Source: an optimization exercise on an open RTL-to-GDS flow (aim: small area and a short achievable clock period). Production flows keep margins and buffers that such runs may drop.
In this exercise RTL edits were held to simulation tests only and were not proved equivalent to the original.
No activity file was given, so power comes from the tool's default toggle rates.

// systolic_array
module systolic_array #(
  parameter int ROW_DIM = 4
) (
  input logic clk, rst,
  input logic en, clear,
  input logic signed [7:0] row0_in, row1_in, row2_in, row3_in,
  input logic signed [7:0] col0_in, col1_in, col2_in, col3_in,
  output logic signed [31:0] mac00, mac01, mac02, mac03,  
  output logic signed [31:0] mac10, mac11, mac12, mac13,
  output logic signed [31:0] mac20, mac21, mac22, mac23,
  output logic signed [31:0] mac30, mac31, mac32, mac33
);
  logic [7:0] x1 [4], x2 [4], x3 [4];
  logic [3:1] valid;
  logic [7:0] col_in [4];
  assign col_in[0] = col0_in;
  assign col_in[1] = col1_in;
  assign col_in[2] = col2_in;
  assign col_in[3] = col3_in;
  always_ff @(posedge clk or posedge rst) begin
    if (rst) valid <= '0;
    else if (clear) valid <= '0;
    else if (en) valid <= {valid[2:1], 1'b1};
  end
  logic zero;
  always_ff @(posedge clk or posedge rst) begin
    if (rst) zero <= 1'b1;
    else zero <= clear | (zero & ~en);
  end
  always_ff @(posedge clk) begin
    if (en) begin
      for (int c = 0; c < 4; c++) begin
        x1[c] <= col_in[c];
        x2[c] <= x1[c];
        x3[c] <= x2[c];
      end
    end
  end
  logic [7:0] a0, a1, a2, a3;
  assign a0 = row0_in & {8{en}};
  assign a1 = row1_in & {8{en}};
  assign a2 = row2_in & {8{en}};
  assign a3 = row3_in & {8{en}};
  logic [7:0] b1 [4], b2 [4], b3 [4];
  always_comb begin
    for (int c = 0; c < 4; c++) begin
      b1[c] = x1[c] & {8{valid[1]}};
      b2[c] = x2[c] & {8{valid[2]}};
      b3[c] = x3[c] & {8{valid[3]}};
    end
  end
  ...
For scale: ~6300 cells after synthesis, roughly 580 I/O pins.
clock: 9.0 ns
lec_check: 0
cap_margin: 20
core_margin: 2
core_utilization: 62
cts_buf_list: sky130_fd_sc_hd__clkbuf_4 sky130_fd_sc_hd__clkbuf_8
setup_slack_margin: 3.7
slew_margin: 20
synth_hierarchical: 1
standard.sh (not shown) runs the stock make flow with config.mk's settings and CLKGATE_MAP_FILE= SYNTH_SCRIPT=/design/flow/synth_recipe.tcl, a recipe that flattens the netlist after the stock synthesis.
==> flow/flow/run.sh <==
#!/bin/bash
# Standard ORFS layout with three changes:
#  - after the standard synthesis, full adders are re-polarised (flow/fapol.py)
#    to drop most of the inverters Yosys leaves between them;
#  - input ports are buffered with buf_4 (flow/pre_place.tcl) and output
#    ports with buf_1, instead of the default buffer cell.
# Each tool's output goes to a log file of its own in this folder.
set -euo pipefail
R=orfs/results/${FLOW_PLATFORM}/systolic_array/base
bash standard.sh synth > synth.log 2>&1
python3 flow/fapol.py $R/1_2_yosys.v $R/1_2_yosys_pol.v > fapol.log 2>&1
cp $R/1_2_yosys.v 1_2_yosys_std.v
mv $R/1_2_yosys_pol.v $R/1_2_yosys.v
rm -f $R/1_synth.odb $R/1_synth.sdc
export PRE_GLOBAL_PLACE_TCL=$PWD/flow/pre_place.tcl
export POST_GLOBAL_PLACE_TCL=$PWD/flow/post_place.tcl
export BUFFER_PORTS_ARGS="-outputs -buffer_cell sky130_fd_sc_hd__buf_1"
bash standard.sh finish > layout.log 2>&1
Other scripts of this flow, unchanged in this note and not shown: flow/flow/fapol.py, flow/flow/post_place.tcl, flow/flow/pre_place.tcl
Rerun with:
--- a/flow/design.v
+++ b/flow/design.v
@@ -1,69 +1,57 @@
-module mac_add12c (
-  input  logic [11:0] x, y,
+module mac_add10c (
+  input  logic [9:0] x, y,
   input  logic ci,
-  output logic [11:0] s,
+  output logic [9:0] s,
   output logic        co
 );
-  wire [11:0] g = x & y;
-  wire [11:0] p = x ^ y;
+  wire [9:0] g = x & y;
+  wire [9:0] p = x ^ y;
   wire G1_1 = g[1] | (p[1] & g[0]);
   wire P1_1 = p[1] & p[0];
   wire G1_3 = g[3] | (p[3] & g[2]);
   wire P1_3 = p[3] & p[2];
   wire G1_5 = g[5] | (p[5] & g[4]);
   wire P1_5 = p[5] & p[4];
   wire G1_7 = g[7] | (p[7] & g[6]);
   wire P1_7 = p[7] & p[6];
   wire G1_9 = g[9] | (p[9] & g[8]);
   wire P1_9 = p[9] & p[8];
-  wire G1_11 = g[11] | (p[11] & g[10]);
-  wire P1_11 = p[11] & p[10];
   wire G2_2 = g[2] | (p[2] & G1_1);
   wire P2_2 = p[2] & P1_1;
   wire G2_3 = G1_3 | (P1_3 & G1_1);
   wire P2_3 = P1_3 & P1_1;
   wire G2_6 = g[6] | (p[6] & G1_5);
   wire P2_6 = p[6] & P1_5;
   wire G2_7 = G1_7 | (P1_7 & G1_5);
   wire P2_7 = P1_7 & P1_5;
-  wire G2_10 = g[10] | (p[10] & G1_9);
-  wire P2_10 = p[10] & P1_9;
-  wire G2_11 = G1_11 | (P1_11 & G1_9);
-  wire P2_11 = P1_11 & P1_9;
   wire G4_4 = g[4] | (p[4] & G2_3);
   wire P4_4 = p[4] & P2_3;
   wire G4_5 = G1_5 | (P1_5 & G2_3);
   wire P4_5 = P1_5 & P2_3;
   wire G4_6 = G2_6 | (P2_6 & G2_3);
   wire P4_6 = P2_6 & P2_3;
   wire G4_7 = G2_7 | (P2_7 & G2_3);
   wire P4_7 = P2_7 & P2_3;
   wire G8_8 = g[8] | (p[8] & G4_7);
   wire P8_8 = p[8] & P4_7;
   wire G8_9 = G1_9 | (P1_9 & G4_7);
   wire P8_9 = P1_9 & P4_7;
-  wire G8_10 = G2_10 | (P2_10 & G4_7);
-  wire P8_10 = P2_10 & P4_7;
-  wire G8_11 = G2_11 | (P2_11 & G4_7);
-  wire P8_11 = P2_11 & P4_7;
   assign s[0] = p[0] ^ ci;
   assign s[1] = p[1] ^ (g[0] | (p[0] & ci));
   assign s[2] = p[2] ^ (G1_1 | (P1_1 & ci));
   assign s[3] = p[3] ^ (G2_2 | (P2_2 & ci));
   assign s[4] = p[4] ^ (G2_3 | (P2_3 & ci));
   assign s[5] = p[5] ^ (G4_4 | (P4_4 & ci));
   assign s[6] = p[6] ^ (G4_5 | (P4_5 & ci));
   assign s[7] = p[7] ^ (G4_6 | (P4_6 & ci));
   assign s[8] = p[8] ^ (G4_7 | (P4_7 & ci));
   assign s[9] = p[9] ^ (G8_8 | (P8_8 & ci));
-  assign s[10] = p[10] ^ (G8_9 | (P8_9 & ci));
-  assign s[11] = p[11] ^ (G8_10 | (P8_10 & ci));
-  assign co = G8_11 | (P8_11 & ci);
+  assign co = G8_9 | (P8_9 & ci);
 endmodule
 module mac (
   input  logic clk,
   input  logic zero,       
   input  logic [7:0] a,    
   input  logic [7:0] b,    
   output logic [31:0] accumulate
 );
@@ -256,23 +244,23 @@
   wire s175 = lo[14] ^ pp64 ^ c148;
   wire c176 = (lo[14] & pp64) | (lo[14] & c148) | (pp64 & c148);
   wire s177 = 1'b1 ^ lo[15];
   wire c178 = 1'b1 & lo[15];
   wire [15:0] ra = {c176, c174, c172, c170, c168, c166, c164, c162, c160, c158, c156, c154, c152, c150, s149, lo[0]};
   wire [15:0] rb = {s177, s175, s173, s171, s169, s167, s165, s163, s161, s159, s157, s155, s153, s151, pp9, pp1};
   wire [15:0] sum;
   wire c16;
-  wire [4:0] rc;
+  wire [6:0] rc;
   assign rc[0] = 1'b0;
-  for (genvar i = 0; i < 4; i++) begin : g_rip
+  for (genvar i = 0; i < 6; i++) begin : g_rip
     assign sum[i] = ra[i] ^ rb[i] ^ rc[i];
     assign rc[i+1] = (ra[i] & rb[i]) | (ra[i] & rc[i]) | (rb[i] & rc[i]);
   end
-  mac_add12c u_add (.x(ra[15:4]), .y(rb[15:4]), .ci(rc[4]), .s(sum[15:4]), .co(c16));
+  mac_add10c u_add (.x(ra[15:6]), .y(rb[15:6]), .ci(rc[6]), .s(sum[15:6]), .co(c16));
   wire t16 = c178;
   always_ff @(posedge clk) begin
     lo_q <= sum;
     hi_q <= hi;
     up_q <= c16 & t16;
     dn_q <= ~c16 & ~t16;
   end
 endmodule
The new run passed the timing, DRC and antenna checks; worst hold slack gets better by 11 ps; total power went down by about 2%; non-clock buffer count went up by 35; routed wire length went up by about 2.4%; worst setup slack gets worse by 140 ps.

==> port drivers added, routing unchanged <==
How much do the figures lean on ideal ports? The routed layouts below were timed once more, with nothing changed but the port constraints.
Step 1: set_driving_cell puts a clkbuf_16 on clk and a buf_2 on each other input, an assumption about the parent block.
Step 2, shift: input delay + t, output delay - t, t = (earliest + latest rising clock arrival at the registers) / 2. This alone moves slack from input paths to output paths.
Three values: no drivers, after step 1, after step 2; two values: the first two.
run	shift t [ns]	slack for setup (ns)	worst setup path after step 2	latest minus earliest clock arrival (ns)	worst slew at a driven data input, ns
the first run	0.883	3.849 / 3.666 / 2.783	input to register	0.056 / 0.056	0.27
the second run	0.881	3.705 / 3.447 / 2.567	input to register	0.057 / 0.057	0.33
After both steps setup and hold are still met in every run listed. The setup slack of the second run, which loses most, moves by -0.258 ns with the drivers and by -1.138 ns with both steps.
